Background: an optimization exercise with open tools, aiming at a short achievable clock period and few clock cycles. Do not read the settings as production practice.
Function not checked in this run: the RTL went through the layout flow alone.

===== design.v =====
module core
(
    input               clock,
    input               rst_n,
    input               ce,
    output reg  [31:0]  a,
    input       [31:0]  i,
    output reg  [31:0]  o,
    output reg  [ 3:0]  b,
    output reg          w
);
localparam ADD = 0, SLL = 1, SLT = 2, SLTU = 3, XOR = 4, SRL = 5, OR = 6, AND = 7;
reg  [31:0] r[32];           
reg         m;               
reg         wn, rn;          
reg         rw;              
reg  [31:0] on;              
reg  [ 3:0] bn;              
reg  [ 1:0] t, tn;           
reg  [31:0] pc, pcn, cpn;    
reg  [31:0] opcache;         
reg  [31:0] x, y;            
reg  [63:0] q;               
reg  [31:0] d;               
wire [31:0] instr   = (t ? opcache : i);
wire [ 6:0] fn7     = instr[31:25];
wire [ 4:0] rs1     = instr[19:15];
wire [ 4:0] rs2     = instr[24:20];
wire [ 2:0] fn3     = instr[14:12];
wire [ 4:0] rd      = instr[11:7];
wire [ 6:0] opcode  = instr[ 6:0];
wire [19:0] imm20   = instr[31:12];
wire [31:0] immu    = {imm20, 12'h000};
wire [31:0] immi    = {{20{instr[31]}}, instr[31:20]};
wire [31:0] imms    = {{20{instr[31]}}, instr[31:25], instr[11:7]};
wire [31:0] immj    = pc + {{12{instr[31]}}, instr[19:12], instr[20], instr[30:21], 1'b0};
wire [31:0] immb    = pc + {{20{instr[31]}}, instr[7], instr[30:25], instr[11:8], 1'b0};
wire [31:0] r1      = rs1 ? r[rs1] : 32'b0;
wire [31:0] r2      = rs2 ? r[rs2] : 32'b0;
wire [31:0] jp      = r1 + immi;             
wire [31:0] ap      = r1 + imms;             
wire [31:0] pc4     = pc + 4;
wire        is13    = opcode == 7'h13;       
wire        is33    = opcode == 7'h33;       
wire        fn75    = fn7[5];                
wire [31:0] op2     = is13 ? immi : r2;
wire [ 4:0] sha     = is13 ? rs2  : r2;
wire [32:0] sub     = r1 - op2;
wire        slt     = ((r1[31] ^ op2[31]) & (r1[31] ^ sub[31])) ^ sub[31];
wire [63:0] srl     = {{32{r1[31] & fn75}}, r1};
reg  [31:0] res;
wire [63:0] s1      = {{32{r1[31]}}, r1};  
wire [63:0] s2      = {{32{r2[31]}}, r2};  
wire [63:0] mul     = (fn3==1 || fn3==2 ? s1 : r1) * (fn3 == 1 ? s2 : r2);
always @(*) begin
    case (fn3)
    ADD:     res = (is33 && fn75) ? sub[31:0] : r1 + op2;
    SLL:     res = r1 << sha;
    SLT:     res = slt;
    SLTU:    res = sub[32];
    XOR:     res = r1 ^ op2;
    SRL:     res = srl >> sha;
    OR:      res = r1 | op2;
    AND:     res = r1 & op2;
    default: res = 32'b0;
    endcase
end
always @(*) begin
    m   = 1'b0;
    wn  = 1'b0;
    rn  = 1'b0;
    tn  = 1'b0;
    rw  = 1'b0;
    cpn = 1'b0;
    pcn = t ? pc : pc4;
    on  = r2 << {ap[1:0], 3'b000};
    y   = i  >> {jp[1:0], 3'b000};
    x   = 1'b0;
    case (fn3[1:0])
    2'b00: begin bn = ~(4'b0001 << ap[1:0]); end
    2'b01: begin bn = ~(4'b0011 << ap[1:0]); end
    2'b10: begin bn = ~(4'b1111 << ap[1:0]); end
    2'b11: begin bn = 4'b0000; end
    endcase
    case (opcode)
    7'h03: case (t)
        0: begin tn = 1; m = 1; cpn = jp; rn = 1; end
        1: begin
            if (jp[1:0] == 2'b00 || fn3[1:0]   == 2'b00 || (jp[1:0] != 2'b11 && fn3[1:0] ==   2'b01)) begin
                rw = 1;
                case (fn3)
                3'b000: x = {{24{y[7]}},  y[ 7:0]};  
                3'b001: x = {{16{y[15]}}, y[15:0]};  
                3'b010: x = y;                       
                3'b100: x = y[ 7:0];                 
                3'b101: x = y[15:0];                 
                endcase
            end else
            begin tn = 2; m = 1; cpn = jp + 4; on = y; rn = 1; end
        end
        2: begin
            rw = 1;
            casex (fn3)
            3'bx01: x = {{16{~fn3[2] & i[7]}}, i[7:0], o[7:0]};
            3'b010: case (jp[1:0])
                2'b01: x = {i[7:0],  o[23:0]};
                2'b10: x = {i[15:0], o[15:0]};
                2'b11: x = {i[23:0], o[7:0]};
            endcase
            endcase
        end
    endcase
    7'h13: begin rw = 1; x = res; end
    7'h17: begin rw = 1; x = immu + pc; end
    7'h23: case (t)
        0: begin {m, wn} = 2'b11; tn = 1; cpn = ap; end
        1: begin
            cpn = (ap + 4);
            case (ap[1:0])
            2'b01: begin bn = 4'b1110; on = r2[31:24]; end
            2'b10: begin bn = 4'b1100; on = r2[31:16]; end
            2'b11: begin bn = 4'b1000; on = r2[31:8];  end
            endcase
            case (fn3[1:0])
            2'b01: if (ap[1:0] == 2'b11) begin {m, wn} = 2'b11; tn = 2; bn = 4'b1110; end
            2'b10: if (ap[1:0] != 2'b00) begin {m, wn} = 2'b11; tn = 2; end
            endcase
        end
    endcase
    7'h33: if (fn7 == 7'h01) begin
        case (fn3)
        0:     begin rw = 1; x = mul[31:0];  end  
        1,2,3: begin rw = 1; x = mul[63:32]; end  
        endcase
    end
    else begin rw = 1; x = res; end
    7'h37: begin rw = 1; x = immu; end
    7'h63: case (fn3)
        0: if (sub == 0) pcn = immb;  
        1: if (sub != 0) pcn = immb;  
        4: if (slt == 1) pcn = immb;  
        5: if (slt == 0) pcn = immb;  
        6: if (sub[32])  pcn = immb;  
        7: if (!sub[32]) pcn = immb;  
    endcase
    7'h67: begin rw = 1; x = pc4; pcn = {jp[31:1], 1'b0}; end
    7'h6F: begin rw = 1; x = pc4; pcn = immj; end
    endcase
end
always @(posedge clock)
if (rst_n == 1'b0) begin
    t  <= 0;
    a  <= 0;                 
    pc <= 0;
    b  <= 4'b0;
    o  <= 32'b0;
    w  <= 1'b0;
end else if (ce) begin
    t   <= tn;                
    pc  <= pcn;               
    a   <= m ? cpn : pcn;     
    o   <= on;
    b   <= bn;
    q   <= x;                 
    d   <= y;
    w   <= wn;
    if (!t) opcache <= instr;
    if (rw) r[rd] <= x;
end
endmodule

===== run.sh =====
#!/bin/bash
# synth_recipe.tcl (not shown) runs the flow's synth.tcl, then flattens the netlist and writes it again
# the make line also repeats each setting of config.mk as NAME=value (left out here)
make -C /OpenROAD-flow-scripts/flow DESIGN_CONFIG=/design/flow/config.mk WORK_HOME=/design/flow/orfs CLKGATE_MAP_FILE= SYNTH_SCRIPT=/design/flow/synth_recipe.tcl finish

===== config.mk =====
export PLATFORM = sky130hd
export DESIGN_NAME = core
export DESIGN_NICKNAME = core
export VERILOG_FILES = /design/flow/design.v
export SDC_FILE = /design/flow/constraint.sdc
export NUM_CORES = 4
export LEC_CHECK = 0
export CAP_MARGIN = 20
export CORE_MARGIN = 2
export CORE_UTILIZATION = 30
export SLEW_MARGIN = 20

===== constraint.sdc =====
create_clock -name core_clock -period 21.0 [get_ports {clock}]
set_input_delay 4.2000 -clock core_clock [delete_from_list [all_inputs] [get_ports {clock}]]
set_output_delay 4.2000 -clock core_clock [all_outputs]
set_load 0.01 [all_outputs]

==> flow_summary_export.csv <==
group,metric,value,unit
synth,ys.warnings.count,1,
setup_path,crit_end,"r[0][30]",
setup_path,cell_with_the_most_instances_on_the_worst_path,"fa_1",
sta,setup_viol,0,
sta,achievable-frequency,52.8,MHz
route,dr.pass1.iters,8,
floorplan,chipWidth,656,microns
cells_and_area,area_growth,10.4,%
clock_network,ctsHtreeMaxLevel,3,
synth,synth_top_flop_cell,"edfxtp_1",
synth,synthDominantAreaCellType,"edfxtp_1",
route,avgRoutedWirePerCell,30.6,microns
global_route,gr-total-overflow,0,
placement,port-buffer-count,103,
run_status,status,"complete, no violations",
placement,postPlaceCellArea,136000,sq um
cells_and_area,filler_cells,43700,
setup_path,worst_setup_path_startpoint,"i[17]",
clock_network,insertion_delay,0.85,ns
route,first_iter_violations,18500,
route,wl_met2,252000,microns
sta,finalClockSkew,0.131,ns
route,postRouteWirelength,610000,microns
setup_path,cp_data_arrival_time,19.40,ns
synth,ys_async_sr_fraction,0,
cells_and_area,final_core_utilization,0.332,
global_route,largest_net_degree_at_the_start_of_global_routing,130,
sta,timing.final.crit_period,18.92,ns
sta,max-slew-margin-rel,0.123,
placement,dp.cells,19700,
cells_and_area,stdcell_area,141000,sq um
sta,rsz0062_at_grt,"false",
setup_path,r2r_slack,4.57,ns
route,route.met3.wl,81200,microns
synth,postSynthAreaPerCell,8.82,sq um
clock_network,clock-sinks,1159,
route,ant_nets,0,
setup_path,critPathRequiredTime,21.48,ns
synth,synthMostInstantiatedCell,"nand2_1",
placement,dpl_worst_slack,1.60,ns
clock_network,ctsHoldBuffers,0,
sta,worst_pin_slew,1.31,ns
sta,finalCritPeriodShare,0.901,
global_route,first_pass_grt_wire_length,854000,microns
clock_network,path_clk_slew,0.06,ns
clock_network,clk_root_buffer_cell,"clkbuf_16",
setup_path,worst-path-max-fanout,32,
setup_path,worst_setup_start_kind,"input port",
floorplan,dieArea,430000,sq um
route,detail_route.drc_violations,0,
floorplan,chipHeight,656,microns
setup_path,endpoint_kind,"flop",
setup_path,worst_setup_path_class,"input port to flop",
placement,place.gp.congestion,1.06,
floorplan,num_rows,239,
floorplan,io_pins,104,
route,routed-via-count,117000,
sta,final_hold_viol_count,0,
cells_and_area,final_nets,16100,
sta,timing_max_transition_violations_final,0,
setup_path,timing.reg2reg.worst_path_depth,48,
synth,syn-instance-count,14400,
setup_path,worstReg2RegEnd,"r[0][30]",
route,highest_layer,"met5",
global_route,gr-usage-all-layers,0.274,
synth,synth.cells.most_frequent,"nand2_1 (2303), inv_1 (1776), fa_1 (1430)",
synth,synth.ff_latch_count,1159,
synth,synthesis.nets,16400,
synth,unique_masters_post_synth,102,
flow_run,maxCapViolations,0,
synth,yosysSeqAreaShare,0.265,
global_route,grt_pass1_vias,112000,
cells_and_area,layout_cell_share_with_drive_strength_beyond_1,0.0685,
cells_and_area,final_cells,19900,
min_path,hold_class,"flop to flop",
global_route,antenna_found_initial,38,
route,detail_route.vias_per_cell,5.89,
route,detail_route.wirelength.met1,230000,microns
sta,hold_ws,0.445,ns
setup_path,reg2reg_from,"t[0]",
clock_network,numCtsBuffers,116,
floorplan,core_region_area,423000,sq um
sta,layout_setup_ws,2.08,ns
synth,post_synth_main_area_contributors,"edfxtp_1 (25%), fa_1 (22%), nand2_1 (6.8%), inv_1 (5.2%), ha_1 (5.0%)",
synth,synth_largest_type_area_fraction,0.249,
clock_network,tritoncts_clock_tree,"built",
setup_path,slowest_stage,"a31oi_1",
floorplan,floorplan.initialDensity,0.301,
setup_path,critical_path.max_stage_delay,0.79,ns
clock_network,clockBufferDepth,3,
clock_network,cts-resized-gates,0,
synth,synth.cell_area,127000,sq um
placement,dp_hpwl,434000,microns
sta,timing.setup.tns,0,ns
clock_network,cts.repair_timing.setup_buffer_count,0,
synth,synth-edff-count,1056,
-- layout by cell type, fill, tap and decap left out, types with 99 or more instances in the layout --
cell / instances
edfxtp_1: 1056
a21oi_1: 857
clkbuf_16: 120
fa_1: 1429
mux2i_1: 302
a21o_1: 130
nor3_1: 123
clkdlybuf4s50_1: 99
dfxtp_1: 103
nand3_1: 807
a211oi_1: 172
and3_1: 99
a31oi_1: 139
o21ai_0: 491
xor2_1: 126
nor2_1: 1108
ha_1: 509
xnor2_1: 246
inv_1: 1761
o22ai_1: 105
buf_4: 421
nand2_1: 2296
o211ai_1: 119
-- worst max-delay path, delay by kind of cell --
kind | cells | cell delay, ns
compound gates | 9 | 3.51
fa+ha+maj | 11 | 5.24
buf+inv | 15 | 3.94
mux | 2 | 0.32
simple gates | 10 | 2.11
-- worst min path at each step --
stage / cells past startpoint / slack (ns) / from / end
global placement: 2 / 0.44 / a[12] / a[12]
detailed placement: 2 / 0.44 / a[1] / a[1]
CTS: 2 / 0.45 / a[1] / a[1]
global route: 2 / 0.48 / a[1] / a[1]
finish: 2 / 0.45 / a[1] / a[1]
floorplan: 2 / 0.43 / pc[0] / pc[0]
-- sequential cells by signal, indices dropped and copies added, names as in the netlist --
name / count
a: 32
b: 4
t: 2
o: 32
w: 1
pc: 32
r: 1024
opcache: 32
-- cell type report --
type | count | area (sq um) | area share
Clock inverter | 73 | 927 | 0.00660
Timing Repair Buffer | 550 | 4730 | 0.0337
Sequential cell | 1159 | 33800 | 0.240
Clock buffer | 142 | 3080 | 0.0219
Inverter | 1795 | 6770 | 0.0482
Tap cell | 5663 | 7090 | 0.0504
Multi-Input combinational cell | 10500 | 84200 | 0.599
Antenna cell | 10 | 25.0 | 0.000178
-- layer usage --
layer,vias up,track usage
li1,48400,-
met1,58300,0.360
met2,8735,0.399
met3,1871,0.0730
met4,28,0.170
met5,-,0
-- kinds of logic (layout without fill, tap and decap cells) --
| group | Yosys count | count (layout) | share of synthesized area |
|---|---|---|---|
| AO/OA/AOI/OAI | 2863 | 2863 | 0.147 |
| XOR/XNOR | 373 | 373 | 0.0257 |
| adder cells (fa/ha/maj) | 1942 | 1942 | 0.275 |
| buffers and inverters | 2753 | 2560 | 0.0830 |
| flip-flops | 1159 | 1159 | 0.265 |
| multiplexers | 422 | 422 | 0.0381 |
| other | 0 | 10 | 0 |
| AND/OR/NAND/NOR | 4933 | 4933 | 0.166 |

-- afterwards: timing with drivers on the ports --
The flow's constraints put no driver on any port. The routed layout listed below was extracted and timed again, unchanged, in two steps.
Step 1 sets driving cells, clkbuf_16 on the clock port and buf_2 on the other inputs (assumed; they add their load-dependent delay and slew).
Step 2 moves the port delays by t, midway between the first and last clock arrival at a register: inputs arrive t later, outputs are due t later. That takes back most of the time a late clock gives input paths.
a / b / c = ideal ports / drivers / drivers and shift; a / b = the first two.
shift t [ns]: 0.884
setup slack, ns: 2.078 / 2.119 / 1.234
hold slack, ns: 0.445 / 0.445 / 0.445
latest minus earliest clock arrival (ns): 0.131 / 0.131
After both steps setup and hold are still met in this run. For this run, drivers alone change the setup slack by +0.041 ns; drivers and shift together by -0.844 ns.
